From an optimization exercise on the open Yosys and OpenROAD flow, aimed at small area; shortcuts taken in it are not production practice.
Function was checked by simulation only, so behaviour that the tests miss may differ from the original.
Power figures rest on the tool's default switching activity, not on a simulated workload.

## CannyEdge
module CannyEdge(dAddrRegRow, dAddrRegCol, bWE, bCE, InData, OutData,
	OPMode, bOPEnable, dReadReg, dWriteReg, clk, rst_b);
Settings: LEC_CHECK=0, CAP_MARGIN=5, CORE_MARGIN=2, CORE_UTILIZATION=50, CTS_BUF_LIST=sky130_fd_sc_hd__clkbuf_16, CTS_CLUSTER_DIAMETER=85, CTS_CLUSTER_SIZE=26, SLEW_MARGIN=5; clock period 12.0 ns.
standard.sh (not shown) runs the stock make flow with config.mk's settings and CLKGATE_MAP_FILE= SYNTH_SCRIPT=/design/flow/synth_recipe.tcl, a recipe that flattens the netlist after the stock synthesis.
==> flow/flow/run.sh <==
#!/bin/bash
set -o pipefail
cat standard.sh > standard_copy.log 2>&1
export BUFFER_PORTS_ARGS="-buffer_cell sky130_fd_sc_hd__buf_1"
bash standard.sh > standard.log 2>&1
The starting point completed without violations.
Edit:
Settings changed: CORE_UTILIZATION 50 to 40, CTS_BUF_LIST sky130_fd_sc_hd__clkbuf_16 to sky130_fd_sc_hd__clkbuf_8 sky130_fd_sc_hd__clkbuf_16, CTS_CLUSTER_DIAMETER 85 to 80, CTS_CLUSTER_SIZE 26 to 24.
Outcome: Worst hold slack got worse by 0.017 ns. Power falls slightly. Final cell count rose by a few percent. Routed wire length goes up by a few percent. Clock skew goes down by 0.022 ns. Cell area increases slightly. Synthesized area stays the same. Flip-flop and latch count stays the same.
Edit:
Settings changed: CTS_BUF_LIST sky130_fd_sc_hd__clkbuf_8 sky130_fd_sc_hd__clkbuf_16 to sky130_fd_sc_hd__clkbuf_16, CTS_CLUSTER_DIAMETER 80 to 90, CTS_CLUSTER_SIZE 24 to 28, PLACE_DENSITY set to 0.75.
Result: The changed run finished clean; wire length drops by a few percent; cell count is about the same; die area does not change; area after synthesis does not change; worst setup slack improves by 0.015 ns; utilization drops by 0.26 points; count of clock-buffer cells in the layout drops by 3; final area drops slightly; first-iteration DRC count climbs by roughly a tenth; total power drops by a few percent; clock power drops by about a fifth.
Edit:
Settings changed: CAP_MARGIN 5 to 20, CTS_CLUSTER_DIAMETER 90 to 80, CTS_CLUSTER_SIZE 28 to 24, GPL_TIMING_DRIVEN set to 0, PLACE_DENSITY 0.75 to unset, SLEW_MARGIN 5 to 20.
The new run finished clean.
Maximum frequency fell by a few percent.
Worst setup slack gets worse by 0.33 ns.
Cell count rose slightly.
Routed wire length rose by a little under a tenth.
Register-to-register slack gets worse by 0.05 ns.


== rev 12 ==
The RTL this note starts from:
==> flow/design.v <==
module CannyEdge(dAddrRegRow, dAddrRegCol, bWE, bCE, InData, OutData,
	OPMode, bOPEnable, dReadReg, dWriteReg, clk, rst_b);
input  [2:0] dAddrRegRow, dAddrRegCol;
input        bWE, bCE;
input  [7:0] InData;
output [7:0] OutData;
reg    [7:0] OutData;
input  [2:0] OPMode;
input        bOPEnable;
input  [3:0] dReadReg, dWriteReg;
input        clk, rst_b;
function [15:0] add;
	input [15:0] a, b;
	input ci;
	integer k;
	reg c;
	begin
		c = ci;
		for (k = 0; k < 16; k = k + 1) begin
			add[k] = a[k] ^ b[k] ^ c;
			c = (a[k] & b[k]) | (c & (a[k] ^ b[k]));
		end
	end
endfunction
function geq;
	input [13:0] a, b;
	integer k;
	reg c;
	begin
		c = 1'b1;
		for (k = 0; k < 14; k = k + 1)
			c = (a[k] & ~b[k]) | (c & (a[k] | ~b[k]));
		geq = c;
	end
endfunction
reg [7:0] X [0:24];
reg [1:0] y6;             
reg [7:0] zf;             
reg [2:0] cnt;            
reg [14:0] acc;           
reg [14:0] sb;            
wire [10:0] gx = sb[10:0];
wire [10:0] gy = {sb[14:11], acc[6:0]};
wire        wgy;          
wire [10:0] gyw;          
reg        flag;          
reg        thr;           
wire op   = bCE & ~bOPEnable;
wire act  = op & ~(cnt[2] & cnt[0]);
wire m_g  = (OPMode == 3'd0);
wire m_s  = (OPMode == 3'd1);
wire m_n  = (OPMode == 3'd2);
wire m_h  = (OPMode == 3'd3);
wire wr   = ~bCE & ~bWE;
wire rd   = ~bCE & bWE;
wire c_0  = (cnt == 3'd0);
wire c_1  = (cnt == 3'd1);
wire c_2  = (cnt == 3'd2);
wire c_3  = (cnt == 3'd3);
always @(posedge clk or negedge rst_b)
	if (!rst_b) cnt <= 3'd0;
	else if (op) cnt <= (cnt == 3'd5) ? cnt : cnt + 3'd1;
	else cnt <= 3'd0;
reg        mnh;
always @(posedge clk) mnh <= (OPMode[2:1] == 2'b01);
wire       d0 = (y6 == 2'd0);
wire [2:0] osel = (mnh & c_1 & ~d0) ? 3'd0 : (mnh & c_2 & d0) ? 3'd1 : cnt;
wire [2:0] ncol = c_1 ? (d0 ? 3'd0 : {1'b0, ~y6}) : (d0 ? 3'd2 : {1'b0, y6} - 3'd1);
reg  [4:0] rdec, cdec, odec, ndec;
always @* begin
	rdec = 5'd0; cdec = 5'd0; odec = 5'd0; ndec = 5'd0;
	case (dAddrRegRow)
	3'd0: rdec[0] = 1'b1;
	3'd1: rdec[1] = 1'b1;
	3'd2: rdec[2] = 1'b1;
	3'd3: rdec[3] = 1'b1;
	3'd4: rdec[4] = 1'b1;
	default: ;
	endcase
	case (dAddrRegCol)
	3'd0: cdec[0] = 1'b1;
	3'd1: cdec[1] = 1'b1;
	3'd2: cdec[2] = 1'b1;
	3'd3: cdec[3] = 1'b1;
	3'd4: cdec[4] = 1'b1;
	default: ;
	endcase
	case (osel)
	3'd0: odec[0] = 1'b1;
	3'd1: odec[1] = 1'b1;
	3'd2: odec[2] = 1'b1;
	3'd3: odec[3] = 1'b1;
	default: odec[4] = 1'b1;
	endcase
	case (ncol)
	3'd0: ndec[0] = 1'b1;
	3'd1: ndec[1] = 1'b1;
	3'd2: ndec[2] = 1'b1;
	3'd3: ndec[3] = 1'b1;
	default: ndec[4] = 1'b1;
	endcase
end
wire [4:0] rs = bCE ? odec : rdec;
wire [4:0] cs = bCE ? ndec : cdec;
wire [7:0] rb0 = ({8{rs[0]}} & X[0])  | ({8{rs[1]}} & X[5])  | ({8{rs[2]}} & X[10]) | ({8{rs[3]}} & X[15]) | ({8{rs[4]}} & X[20]);
wire [7:0] rb1 = ({8{rs[0]}} & X[1])  | ({8{rs[1]}} & X[6])  | ({8{rs[2]}} & X[11]) | ({8{rs[3]}} & X[16]) | ({8{rs[4]}} & X[21]);
wire [7:0] rb2 = ({8{rs[0]}} & X[2])  | ({8{rs[1]}} & X[7])  | ({8{rs[2]}} & X[12]) | ({8{rs[3]}} & X[17]) | ({8{rs[4]}} & X[22]);
wire [7:0] rb3 = ({8{rs[0]}} & X[3])  | ({8{rs[1]}} & X[8])  | ({8{rs[2]}} & X[13]) | ({8{rs[3]}} & X[18]) | ({8{rs[4]}} & X[23]);
wire [7:0] rb4 = ({8{rs[0]}} & X[4])  | ({8{rs[1]}} & X[9])  | ({8{rs[2]}} & X[14]) | ({8{rs[3]}} & X[19]) | ({8{rs[4]}} & X[24]);
wire [7:0] xr  = ({8{cs[0]}} & rb0) | ({8{cs[1]}} & rb1) | ({8{cs[2]}} & rb2) | ({8{cs[3]}} & rb3) | ({8{cs[4]}} & rb4);
wire [8:0]  gP  = add(rb0, rb4, 1'b0);
wire [8:0]  gQ  = add(rb1, rb3, 1'b0);
wire [9:0]  gPQ = add(gP, gQ, 1'b0);
wire [9:0]  gQR = add(gQ, {rb2, 1'b0}, 1'b0);
wire [11:0] gS  = add(gPQ, {gQR, 1'b0}, 1'b0);
wire [10:0] gE1 = add(gPQ, {rb2, 1'b0}, 1'b0);
wire [14:0] gsh = c_2 ? {gS, 2'b00} : cnt[0] ? {gS, 1'b0} : {3'b000, gS};
wire [14:0] gE  = c_2 ? ~{5'd0, gQ, 1'b0} : cnt[0] ? {4'd0, gE1} : 15'd0;
wire [14:0] acp = c_0 ? 15'd0 : acc;
wire [14:0] accn = acp + gsh + gE + {14'd0, c_2};
always @(posedge clk)
	if (act & m_g) acc <= accn;
	else if (wgy) acc[6:0] <= gyw[6:0];
wire [7:0]  gres = acc[14:7];
wire        c_4 = (cnt == 3'd4);
wire        sx = gx[10], sy = gy[10];
wire        nx = c_3 & sx, ny = c_3 & sy;
wire [10:0] dd = add({3'b000, rb2}, ~{3'b000, rb0}, 1'b1);
wire [10:0] ss = add(add(rb0, rb2, 1'b0), {rb1, 1'b0}, 1'b0);
wire [10:0] gxa = c_0 ? 11'd0 : {gx[10] & ~c_4, gx[9:0]} ^ {11{nx}};
wire [10:0] gxb = c_3 ? 11'd0 : c_1 ? {dd[9:0], 1'b0} : c_4 ? gy : dd;
wire [10:0] gya = c_0 ? 11'd0 : (gy ^ {11{ny}});
wire [10:0] gyb = c_3 ? 11'd0 : c_2 ? ~ss : ss;
wire [10:0] gxn = add(gxa, gxb, nx);
wire [10:0] gyn = add(gya, gyb, c_2 | ny);
wire [9:0]  ax = gx[9:0];
wire [9:0]  ay = gy[9:0];
wire        ng = gx[10];
wire [13:0] m5 = add(ax, {ax, 2'b00}, ng);
wire [13:0] m1 = add(ax, 16'd0, ng);
wire        c0  = geq(m1, {ay, 1'b0});
wire        c90 = ~geq(m5, {ay, 1'b0});
wire [1:0]  dcode = c0 ? 2'd0 : c90 ? 2'd2 : {ng, 1'b1};
assign      wgy = act & m_s & (~cnt[0] | c_3);
assign      gyw = {gyn[10:9], c_4 ? dcode : gyn[8:7], gyn[6:0]};
always @(posedge clk)
	if (act & m_s) begin
		sb[10:0] <= {c_3 ? sx ^ sy : gxn[10], gxn[9:0]};
		if (wgy) sb[14:11] <= gyw[10:7];
	end
wire [1:0]  dc = gy[8:7];
wire [7:0]  dirv = {dc[1] & dc[0], dc[1] & ~dc[0], ~dc[1] & dc[0], dc[1] & ~dc[0],
                    dc[1] ^ dc[0], dc[0], dc[1], dc[0]};
wire [7:0] x6 = X[6];
wire       ge6 = geq(x6, xr);
reg        za, zb;
always @* begin
	case (y6)
	2'd0: begin za = zf[3]; zb = zf[4]; end
	2'd1: begin za = zf[2]; zb = zf[5]; end
	2'd2: begin za = zf[1]; zb = zf[6]; end
	default: begin za = zf[0]; zb = zf[7]; end
	endcase
end
wire       hi = (xr[7:4] != 4'd0) | (xr[3:0] == 4'hf);
wire       nmsw = act & m_n & c_2;
wire       ok = flag & ge6;
always @(posedge clk)
	flag <= OPMode[0] ? (hi | za) : ge6;
always @(posedge clk)
	if (act & m_h & c_2)
		thr <= (x6 >= 8'd15) | ((x6 > 8'd10) & (flag | hi | zb));
wire [7:0] wd = bCE ? 8'd0 : InData;
wire       ca = nmsw & ok;
wire [3:0] dd4 = {y6 == 2'd3, y6 == 2'd2, y6 == 2'd1, d0};
wire [24:0] clr = {12'd0, ca & dd4[3], ca & dd4[2], ca & dd4[1], 2'd0,
                   ca & dd4[0], nmsw & ~ok, ca & dd4[0], 2'd0,
                   ca & dd4[1], ca & dd4[2], ca & dd4[3]};
wire       wx = wr & (dWriteReg == 4'd0);
integer i;
always @(posedge clk) begin
	for (i = 0; i < 25; i = i + 1)
		if ((wx & rdec[i / 5] & cdec[i % 5]) | clr[i])
			X[i] <= wd;
end
always @(posedge clk)
	if (wr & (dWriteReg == 4'd1) & rdec[1] & cdec[1]) y6 <= InData[1:0];
wire zone = (InData == 8'd1);
wire wz   = wr & (dWriteReg == 4'd2);
always @(posedge clk) begin
	if (wz & rdec[0] & cdec[0]) zf[0] <= zone;
	if (wz & rdec[0] & cdec[1]) zf[1] <= zone;
	if (wz & rdec[0] & cdec[2]) zf[2] <= zone;
	if (wz & rdec[1] & cdec[0]) zf[3] <= zone;
	if (wz & rdec[1] & cdec[2]) zf[4] <= zone;
	if (wz & rdec[2] & cdec[0]) zf[5] <= zone;
	if (wz & rdec[2] & cdec[1]) zf[6] <= zone;
	if (wz & rdec[2] & cdec[2]) zf[7] <= zone;
end
always @(posedge clk)
	if (rd)
		case (dReadReg)
		4'd0: OutData <= gres;
		4'd1: OutData <= gx[10:3];
		4'd2: OutData <= dirv;
		4'd3: OutData <= xr;
		4'd4: OutData <= {7'd0, thr};
		default: ;
		endcase
endmodule
Settings: LEC_CHECK=0, CAP_MARGIN=5, CORE_MARGIN=2, CORE_UTILIZATION=40, CTS_BUF_LIST=sky130_fd_sc_hd__clkbuf_16, CTS_CLUSTER_DIAMETER=80, CTS_CLUSTER_SIZE=24, SLEW_MARGIN=5; clock period 12.0 ns.
Scripts as last shown in full above: flow/flow/run.sh
The final layout from rev 12, which completed every stage, passed the timing, design-rule and antenna checks at the end of the flow.
### rev 12 -> rev 13
# rev 12
export LEC_CHECK = 0
export CAP_MARGIN = 5
export CORE_MARGIN = 2
export CORE_UTILIZATION = 40
export CTS_BUF_LIST = sky130_fd_sc_hd__clkbuf_16
export CTS_CLUSTER_DIAMETER = 80
export CTS_CLUSTER_SIZE = 24
export SLEW_MARGIN = 5
create_clock -name core_clock -period 12.0 [get_ports {clk}]
# rev 13
export LEC_CHECK = 0
export CAP_MARGIN = 5
export CORE_MARGIN = 2
export CORE_UTILIZATION = 40
export CTS_BUF_LIST = sky130_fd_sc_hd__clkbuf_16
export CTS_CLUSTER_DIAMETER = 90
export CTS_CLUSTER_SIZE = 28
export GPL_ROUTABILITY_DRIVEN = 0
export PLACE_DENSITY = 0.75
export SLEW_MARGIN = 5
create_clock -name core_clock -period 12.0 [get_ports {clk}]
### Flow results
- Going from rev 12 to rev 13, post-layout worst setup margin -0.20 ns, total clock buffers created by CTS shrank by 3, first-pass GRT wire length lost about 6%.
- Combinational share of power (rev 13 over rev 12): increase, 1.7 points


// CannyEdge: RTL as listed in full above, without the edits since
==> flow/config.mk <==
export PLATFORM = sky130hd
export DESIGN_NAME = CannyEdge
export DESIGN_NICKNAME = CannyEdge
export VERILOG_FILES = /design/flow/design.v
export SDC_FILE = /design/flow/constraint.sdc
export NUM_CORES = 4
export LEC_CHECK = 0
export CAP_MARGIN = 5
export CORE_MARGIN = 2
export CORE_UTILIZATION = 40
export CTS_BUF_LIST = sky130_fd_sc_hd__clkbuf_16
export CTS_CLUSTER_DIAMETER = 80
export CTS_CLUSTER_SIZE = 24
export PLACE_DENSITY = 0.75
export SLEW_MARGIN = 5
==> flow/constraint.sdc <==
create_clock -name core_clock -period 12.0 [get_ports {clk}]
set_input_delay 2.4000 -clock core_clock [delete_from_list [all_inputs] [get_ports {clk}]]
set_output_delay 2.4000 -clock core_clock [all_outputs]
set_load 0.01 [all_outputs]
Scripts as last shown in full above: flow/flow/run.sh
Edit:
Settings changed: CTS_CLUSTER_DIAMETER 80 to 90, CTS_CLUSTER_SIZE 24 to 28, PLACE_DENSITY 0.75 to default.
=>
- The changed run ran to the end with no violations
- sequential power hardly moves
- worst setup slack is worse by 0.063 ns
- utilization goes down by 0.16 points
- via count goes down slightly
- power goes down slightly
- synthesized area is unchanged


run A:
Another version of the RTL of CannyEdge (not shown whole).
Size in the first run: ~1,400 cells after synthesis, ~260 flip-flops, ~38 I/O pins, about 0.016 sq mm of cells after synthesis.
clock: 12.0 ns
lec_check: 0
cap_margin: 20
core_margin: 2
core_utilization: 40
cts_buf_list: sky130_fd_sc_hd__clkbuf_16
cts_cluster_diameter: 80
cts_cluster_size: 24
slew_margin: 20
run.sh (not shown) runs the stock make flow with config.mk's settings and CLKGATE_MAP_FILE= SYNTH_SCRIPT=/design/flow/synth_recipe.tcl, a recipe that flattens the netlist after the stock synthesis.
Stock flow here: none of the scripts above is used.
#### Input delta (run B over run A)
==> flow/flow/run.sh (new file) <==
#!/bin/bash
set -o pipefail
cat standard.sh > standard_copy.log 2>&1
export BUFFER_PORTS_ARGS="-buffer_cell sky130_fd_sc_hd__buf_1"
bash standard.sh > standard.log 2>&1
==> flow/standard.sh (new file) <==
#!/bin/bash
# synth_recipe.tcl (not shown) runs the flow's synth.tcl, then flattens the netlist and writes it again
# the make line also repeats each setting of config.mk as NAME=value (left out here)
make -C /OpenROAD-flow-scripts/flow DESIGN_CONFIG=/design/flow/config.mk WORK_HOME=/design/flow/orfs CLKGATE_MAP_FILE= SYNTH_SCRIPT=/design/flow/synth_recipe.tcl "${@:-finish}"
removed: flow/run.sh
==> run notes <==
Layout buffering overhead excluding clock cells: run B < run A. Wire length, run B vs run A: down slightly. Of run B and run A, the run reporting the higher buffering stage count on the worst path with inverters included was run A. Diff run A -> run B | delay of the slowest cell on the worst path | increase of 0.03 ns. Finished layout cell area of run B falls short of that of run A slightly. Run B vs run A on number of filler instances in the final layout: run B is the higher one. Run B — number of clock-tree buffers in the layout 1 lower, run A as reference.
Relative to run B, the following input files were edited for run C:
# run B
export LEC_CHECK = 0
export CAP_MARGIN = 20
export CORE_MARGIN = 2
export CORE_UTILIZATION = 40
export CTS_BUF_LIST = sky130_fd_sc_hd__clkbuf_16
export CTS_CLUSTER_DIAMETER = 80
export CTS_CLUSTER_SIZE = 24
export SLEW_MARGIN = 20
create_clock -name core_clock -period 12.0 [get_ports {clk}]
# run C
export LEC_CHECK = 0
export CAP_MARGIN = 20
export CORE_MARGIN = 2
export CORE_UTILIZATION = 55
export GPL_TIMING_DRIVEN = 0
export SLEW_MARGIN = 20
create_clock -name core_clock -period 12.0 [get_ports {clk}]
==> flow/run.sh (new file) <==
#!/bin/bash
# synth_recipe.tcl (not shown) runs the flow's synth.tcl, then flattens the netlist and writes it again
# the make line also repeats each setting of config.mk as NAME=value (left out here)
make -C /OpenROAD-flow-scripts/flow DESIGN_CONFIG=/design/flow/config.mk WORK_HOME=/design/flow/orfs CLKGATE_MAP_FILE= SYNTH_SCRIPT=/design/flow/synth_recipe.tcl finish
removed: flow/flow/run.sh
removed: flow/standard.sh
Final-layout clock buffer total ended up 16 higher on run C than on run B. Clock distribution area overhead in the final layout, run B and run C, lower one = run B. From run C to run B, fraction of the mapped netlist area in compound gates did not move at all.

-- re-timing with driven ports --
The flow's constraints put no driver on any port. The routed layouts listed below were extracted and timed again, unchanged, in two steps.
Step 1 (the two cells are an assumption about what drives the block):
set clk [get_ports {clk}]
set_driving_cell -lib_cell sky130_fd_sc_hd__clkbuf_16 $clk
set_driving_cell -lib_cell sky130_fd_sc_hd__buf_2 [delete_from_list [all_inputs] $clk]
Step 2 adds t to the input delays and takes it off the output delays; t is the mean of the earliest and latest rising clock arrival at the registers after step 1. Input paths then give back, and output paths get back, about the clock's delay inside the block.
Three values: no drivers, after step 1, after step 2; two values: the first two.
| run | t, ns | setup slack, ns | worst setup path after step 2 | worst data-port slew with drivers (ns) |
|---|---|---|---|---|
| the first run of note 1 | 0.567 | 0.662 / 0.693 / 0.127 | input to register | 0.07 |
| the second run of note 1 | 0.572 | 0.636 / 0.661 / 0.089 | input to register | 0.04 |
| the third run of note 1 | 0.559 | 0.651 / 0.683 / 0.124 | input to register | 0.06 |
| the fourth run of note 1 | 0.561 | 0.323 / 0.342 / -0.219 | input to register | 0.04 |
| rev 12 | 0.572 | 0.636 / 0.661 / 0.089 | input to register | 0.04 |
| rev 13 | 0.557 | 0.439 / 0.474 / -0.083 | input to register | 0.07 |
| the first run of note 3 | 0.559 | 0.598 / 0.626 / 0.067 | input to register | 0.05 |
| the second run of note 3 | 0.563 | 0.535 / 0.560 / -0.003 | input to register | 0.04 |
| run A | 0.575 | 0.693 / 0.727 / 0.153 | input to register | 0.04 |
| run B | 0.570 | 1.026 / 1.056 / 0.487 | input to register | 0.03 |
| run C | 0.608 | 0.495 / 0.522 / -0.086 | input to register | 0.04 |
With both steps, setup timing fails in the fourth run of note 1, rev 13, the second run of note 3 and run C, where it was met with ideal ports. For run C, which loses most, drivers alone change the setup slack by +0.027 ns; drivers and shift together by -0.581 ns.
